From an optimization exercise on the open Yosys and OpenROAD flow, aimed at small area; shortcuts taken in it are not production practice. Where RTL was checked, it was by simulation tests only, not by an equivalence proof against the original. Power is estimated from default activity; no workload was simulated.

## try-harbor
Design egcoding, start of the top module:
module egcoding(
	input wire clk,
	input wire rst,
	input wire rx,
	output wire tx
);
	localparam S_IDLE  = 4'd0;
	localparam S_RLEN  = 4'd1;
	localparam S_RDATA = 4'd2;
	localparam S_WRITE = 4'd3;
	localparam S_FETCH = 4'd4;
	localparam S_RUN   = 4'd5;
	localparam S_END   = 4'd6;
	localparam S_RESP  = 4'd8;
	localparam S_TX    = 4'd9;
	localparam S_CNT   = 4'd10;
	reg[3:0] state;
	reg[511:0] ra, rb;
	reg[5:0] ph;
	wire[7:0] ra_out = ra[511:504];
	wire[7:0] rb_out = rb[511:504];
	wire umode = state[3];    
	reg ubusy;
	reg[3:0] baud, bitn;      
	reg[7:0] sr;              
	reg bor;                  
	wire udone = ubusy && bitn == 4'd9 && baud == 4'd15;
	wire ushift = ubusy && bitn != 4'd0 && bitn != 4'd9 && baud == (umode ? 4'd15 : 4'd8);
	wire rxv = ubusy && !umode && bitn == 4'd8 && baud == 4'd9;
	wire rxend = udone && !umode;
	assign tx = !(ubusy && umode) || bitn == 4'd9 || (bitn != 4'd0 && (sr[0] ^ bor));
	reg[6:0] i;
	reg[6:0] len_in;
	reg mcomp;
	reg[7:0] cur;
	reg[3:0] p;       
	reg[3:0] bc;      
	reg zm;           
	reg dry;          
	wire[7:0] inc = rb_out + 8'd1;
	wire[7:0] ld = mcomp ? inc : rb_out;
	reg[2:0] msb;
	integer k;
	always @(*) begin
		msb = 3'd0;
		for (k = 1; k < 8; k = k + 1)
			if (ld[k]) msb = k;
	end
	wire cbit = cur[mcomp ? p[2:0] : bc[2:0]];
	wire ebit = cbit && !p[3];
	wire code_done = zm ? (p == 4'd1) : (cbit && p == 4'd0);
	wire used = mcomp ? p == 4'd15 : bc[2:0] == 3'd0;
	wire hit = ph == i[5:0];
	wire wslot = state == S_WRITE && hit;
	wire cnt = state == S_RUN && dry && (mcomp ? bc == 4'd0 : code_done);
	wire copy = state == S_RESP && dry;
	wire beyond = !len_in[6] && ph >= len_in[5:0];
	always @(posedge clk) begin
		ph <= ph + 6'd1;
		ra <= {ra[503:0], wslot ? cur : ra_out};
		rb <= {rb[503:0], copy ? (beyond ? {8{mcomp}} : ra_out) : rb_out};
	end
	always @(posedge clk) begin
		if (ubusy || cnt) begin
			baud <= baud + 4'd1;
			if (baud == 4'd15)
				bitn <= bitn + 4'd1;
			if (udone)
				ubusy <= 0;
  ...
export LEC_CHECK = 0
export CAP_MARGIN = 20
export CORE_MARGIN = 2
export CORE_UTILIZATION = 40
export SLEW_MARGIN = 20
create_clock -name core_clock -period 12.0 [get_ports {clk}]
standard.sh (not shown) runs the stock make flow with config.mk's settings and CLKGATE_MAP_FILE= SYNTH_SCRIPT=/design/flow/synth_recipe.tcl, a recipe that flattens the netlist after the stock synthesis.
==> flow/flow/run.sh <==
#!/bin/bash
# Standard layout, with the clock tree built without dummy loads.
set -euo pipefail
bash standard.sh "CTS_ARGS=-sink_clustering_enable -repair_clock_nets -dont_use_dummy_load -buf_list sky130_fd_sc_hd__clkbuf_8 -sink_clustering_size 22 -sink_clustering_max_diameter 45" finish > standard.log 2>&1
What try-willow does differently from try-harbor at the input level:
Settings: ABC_AREA now 1, previously not set; CORE_UTILIZATION now 70, was 40.
==> flow/flow/run.sh <==
#!/bin/bash
# Standard layout, with the clock tree built without dummy loads.
set -euo pipefail
bash standard.sh "CTS_ARGS=-sink_clustering_enable -repair_clock_nets -dont_use_dummy_load -buf_list sky130_fd_sc_hd__clkbuf_8 -sink_clustering_size 20 -sink_clustering_max_diameter 40" finish > standard.log 2>&1
Notes after the runs:
Relative to try-harbor, total power has gone down in try-willow.
When try-willow is measured against try-harbor, its placed cell area turns out 2.2% lower.
try-willow against try-harbor: relative slew slack now sits lower, final wirelength saw an increase, non-clock buffer count in the final layout decreased by 3 relative to the old numbers.
Maximum vdd ir drop | try-willow above try-harbor
Summary of try-willow over try-harbor: area after synthesis fell about 0.6%; total placed cells including tap cells dropped 269.
diff inputs: try-willow => try-yarrow
Settings: a change of CORE_UTILIZATION from 70 to 85.
==> flow/flow/run.sh <==
#!/bin/bash
# Standard layout, with the clock tree built without dummy loads.
set -euo pipefail
bash standard.sh "CTS_ARGS=-sink_clustering_enable -repair_clock_nets -dont_use_dummy_load -buf_list sky130_fd_sc_hd__clkbuf_8 -sink_clustering_size 22 -sink_clustering_max_diameter 45" finish > standard.log 2>&1
--- outcome ---
Between try-yarrow and try-willow, the difference in synthesized area per cell is negligible.
In try-yarrow, the initial core utilization came out 15 points above the value in try-willow.
Of try-yarrow and try-willow, only try-yarrow fails to reach the end of the flow.
try-yarrow did not make it past detailed placement, where a tool error ended it.
When the final numbers for try-yarrow and try-willow were put side by side, the final weighted congestion of routability-driven global placement turned out to be smaller in try-willow.
Diff try-willow..try-yarrow | synthesis-stage register bit count | unchanged
As far as count of cell types in the netlist goes, try-yarrow and try-willow are indistinguishable; the numbers are identical.
Measured against try-willow, the die height of try-yarrow comes out at 0.909 times the reference value.
--- input diff try-yarrow..try-juniper ---
Settings: clearing ABC_AREA, which used to be 1; swapping 85 for 40 in CORE_UTILIZATION.
==> flow/flow/run.sh <==
#!/bin/bash
# Standard layout, with the clock tree built without dummy loads.
set -euo pipefail
bash standard.sh "CTS_ARGS=-sink_clustering_enable -repair_clock_nets -dont_use_dummy_load -buf_list sky130_fd_sc_hd__clkbuf_16 -sink_clustering_size 38 -sink_clustering_max_diameter 50" finish > standard.log 2>&1
Results
try-juniper completed end to end with timing, DRC and antenna clean. | share of synthesized area spent on multiplexers | try-juniper vs try-yarrow | 0.90 points higher |. Post-synthesis cell type count (try-juniper / try-yarrow): 1.8. try-juniper gives more mean instance size in the synthesized netlist than try-yarrow did. try-yarrow → try-juniper: register area share after synthesis went down; combined area of all synthesized cells went up; synthesized cell count -96; count of input and output buffers did not really move.
No functional check of the RTL was part of any run of this note.

* * *

Another version of the RTL of egcoding (not shown whole).
Size: about 1,500 cells after synthesis, about 4 I/O pins.
// egcoding
module egcoding(
	input wire clk,
	input wire rst,
	input wire rx,
	output wire tx
);
Settings: LEC_CHECK=0, ABC_AREA=1, CAP_MARGIN=20, CORE_MARGIN=2, CORE_UTILIZATION=65, SLEW_MARGIN=20; clock period 12.0 ns.
==> flow/flow/run.sh <==
#!/bin/bash
# The standard layout, with two changes:
#  - synthesis maps with an area-only ABC script (flow/synth.tcl,
#    flow/area.script) in place of ORFS's, which buffers and upsizes for
#    speed; the registers are the standard synthesis's;
#  - TritonCTS runs without dummy loads, with small clusters of clkbuf_8.
# Each tool's log is under orfs/logs; make's own output is in standard.log.
set -euo pipefail
export MY_ABC_SCRIPT=$PWD/flow/area.script
bash standard.sh "SYNTH_SCRIPT=$PWD/flow/synth.tcl" "CTS_ARGS=-sink_clustering_enable -repair_clock_nets -dont_use_dummy_load -buf_list sky130_fd_sc_hd__clkbuf_8 -sink_clustering_size 20 -sink_clustering_max_diameter 40" finish > standard.log 2>&1
==> flow/flow/area.script <==
strash
&get -n
&fraig -x
&put
scorr
dc2
&get -n
&deepsyn -T 60
&put
dch -f
map -a
strash
dch -f
amap
topo
==> flow/flow/synth.tcl <==
proc synth {args} { yosys synth -nofsm -noshare {*}$args }
# The standard synthesis (synth_recipe.tcl), but with ABC mapping by an
# area-only script (flow/area.script) in place of ORFS's, which also
# buffers and upsizes for speed.
proc abc {args} {
  set i [lsearch $args -script]
  if {$i >= 0} { set args [lreplace $args $i [expr {$i + 1}] -script $::env(MY_ABC_SCRIPT)] }
  set j [lsearch $args -D]
  if {$j >= 0} { set args [lreplace $args $j [expr {$j + 1}]] }
  yosys abc {*}$args
}
source $::env(SCRIPTS_DIR)/synth.tcl
# left out here: clear keep_hierarchy, flatten, clean up, hide names made inside functions, write 1_2_yosys.v
The first run produced a clean layout.
Next try:
==> flow/flow/run.sh (replaced) <==
#!/bin/bash
# The standard layout, with two changes:
#  - synthesis maps with an area-only ABC script (flow/synth.tcl,
#    flow/area.script) in place of ORFS's, which buffers and upsizes for
#    speed; the registers are the standard synthesis's;
#  - TritonCTS runs without dummy loads, with small clusters of clkbuf_8;
#  - clock nets may be routed from met1 up (the platform's default starts at
#    met3, whose wires have more capacitance).
# Each tool's log is under orfs/logs; make's own output is in standard.log.
set -euo pipefail
export MY_ABC_SCRIPT=$PWD/flow/area.script
bash standard.sh "SYNTH_SCRIPT=$PWD/flow/synth.tcl" "MIN_CLK_ROUTING_LAYER=met1" "CTS_ARGS=-sink_clustering_enable -repair_clock_nets -dont_use_dummy_load -buf_list sky130_fd_sc_hd__buf_4 -sink_clustering_size 12 -sink_clustering_max_diameter 30" finish > standard.log 2>&1
--- a/flow/config.mk
+++ b/flow/config.mk
@@ -10,3 +10,3 @@
 export CORE_MARGIN = 2
-export CORE_UTILIZATION = 65
+export CORE_UTILIZATION = 70
 export SLEW_MARGIN = 20
Result:
- clock power is lower by about 8%
- power shrinks by 2.5%
- worst setup slack is worse by 0.18 ns
- worst hold slack hardly moves
- routed wire length climbs by 7.8%
- flip-flop and latch count stays the same
- register-to-register slack degrades by 0.16 ns
- final cell count climbs by 0.78%
Next try:
==> flow/flow/run.sh (replaced) <==
#!/bin/bash
# The standard layout, with two changes:
#  - synthesis maps with an area-only ABC script (flow/synth.tcl,
#    flow/area.script) in place of ORFS's, which buffers and upsizes for
#    speed; the registers are the standard synthesis's;
#  - TritonCTS runs without dummy loads, with small clusters of clkbuf_8.
# Each tool's log is under orfs/logs; make's own output is in standard.log.
set -euo pipefail
export MY_ABC_SCRIPT=$PWD/flow/area.script
bash standard.sh "SYNTH_SCRIPT=$PWD/flow/synth.tcl" "CTS_ARGS=-sink_clustering_enable -repair_clock_nets -dont_use_dummy_load -buf_list sky130_fd_sc_hd__clkbuf_8 -sink_clustering_size 20 -sink_clustering_max_diameter 40" finish > standard.log 2>&1
Worst hold slack gets worse by 0.025 ns; total power grows by about 2%; non-clock buffer count grows by 1; die area barely changes; area after synthesis is about the same; clock skew grows by 0.013 ns; final cell count shrinks by about 1.5%; first-iteration DRC count shrinks by 22%; setup slack gets better by 0.22 ns; global-route usage is about the same; via count hardly moves.
Next try:
==> flow/flow/run.sh (replaced) <==
#!/bin/bash
# The standard layout, with two changes:
#  - synthesis maps with an area-only ABC script (flow/synth.tcl,
#    flow/area.script) in place of ORFS's, which buffers and upsizes for
#    speed; the registers are the standard synthesis's;
#  - TritonCTS runs without dummy loads, with small clusters of clkbuf_8;
#  - clock nets may be routed from met1 up (the platform's default starts at
#    met3, whose wires have more capacitance).
# Each tool's log is under orfs/logs; make's own output is in standard.log.
set -euo pipefail
export MY_ABC_SCRIPT=$PWD/flow/area.script
bash standard.sh "SYNTH_SCRIPT=$PWD/flow/synth.tcl" "MIN_CLK_ROUTING_LAYER=met1" "CTS_ARGS=-sink_clustering_enable -repair_clock_nets -dont_use_dummy_load -buf_list sky130_fd_sc_hd__buf_4 -sink_clustering_size 14 -sink_clustering_max_diameter 34" finish > standard.log 2>&1
Effect: Wire length decreases by 2.5%. Die area stays the same. Fmax is lower by 0.46%.
Next try:
==> flow/flow/run.sh (replaced) <==
#!/bin/bash
# The standard layout, with two changes:
#  - synthesis maps with an area-only ABC script (flow/synth.tcl,
#    flow/area.script) in place of ORFS's, which buffers and upsizes for
#    speed; the registers are the standard synthesis's;
#  - TritonCTS runs without dummy loads, with small clusters of clkbuf_8.
# Each tool's log is under orfs/logs; make's own output is in standard.log.
set -euo pipefail
export MY_ABC_SCRIPT=$PWD/flow/area.script
bash standard.sh "SYNTH_SCRIPT=$PWD/flow/synth.tcl" "MIN_CLK_ROUTING_LAYER=met1" "CTS_ARGS=-sink_clustering_enable -repair_clock_nets -dont_use_dummy_load -buf_list sky130_fd_sc_hd__clkbuf_8 -sink_clustering_size 22 -sink_clustering_max_diameter 45" finish > standard.log 2>&1
Result: Setup slack degrades by 0.22 ns. Total power shrinks by 0.57%. Clock skew falls by 0.031 ns.

==> port drivers added, routing unchanged <==
In the flow no input, the clock included, has a driving cell. The finished layouts below were timed again as built, in two steps.
Step 1 sets driving cells, clkbuf_16 on the clock port and buf_2 on the other inputs (assumed; they add their load-dependent delay and slew).
Step 2 times the ports against the registers' clock, not the clock port: input delays grow and output delays shrink by t, the midpoint of the rising clock arrivals with the driver on.
Three values: no drivers, after step 1, after step 2; two values: the first two.
run | t (ns) | setup slack, ns | worst setup path after step 2 | latest minus earliest clock arrival (ns)
try-harbor | 0.693 | 7.189 / 7.137 / 7.830 | register to output | 0.088 / 0.088
try-willow | 0.670 | 7.293 / 7.241 / 7.911 | register to output | 0.087 / 0.088
try-juniper | 0.653 | 7.260 / 7.202 / 7.855 | register to output | 0.087 / 0.086
the first run of note 2 | 0.656 | 7.274 / 7.250 / 7.274 | register to register | 0.109 / 0.109
the second run of note 2 | 0.717 | 7.092 / 7.049 / 7.115 | register to register | 0.084 / 0.084
the third run of note 2 | 0.669 | 7.309 / 7.281 / 7.309 | register to register | 0.096 / 0.096
the fourth run of note 2 | 0.679 | 7.288 / 7.269 / 7.288 | register to register | 0.106 / 0.106
the fifth run of note 2 | 0.681 | 7.066 / 7.066 / 7.066 | register to register | 0.072 / 0.073
After both steps setup and hold are still met in every run listed.
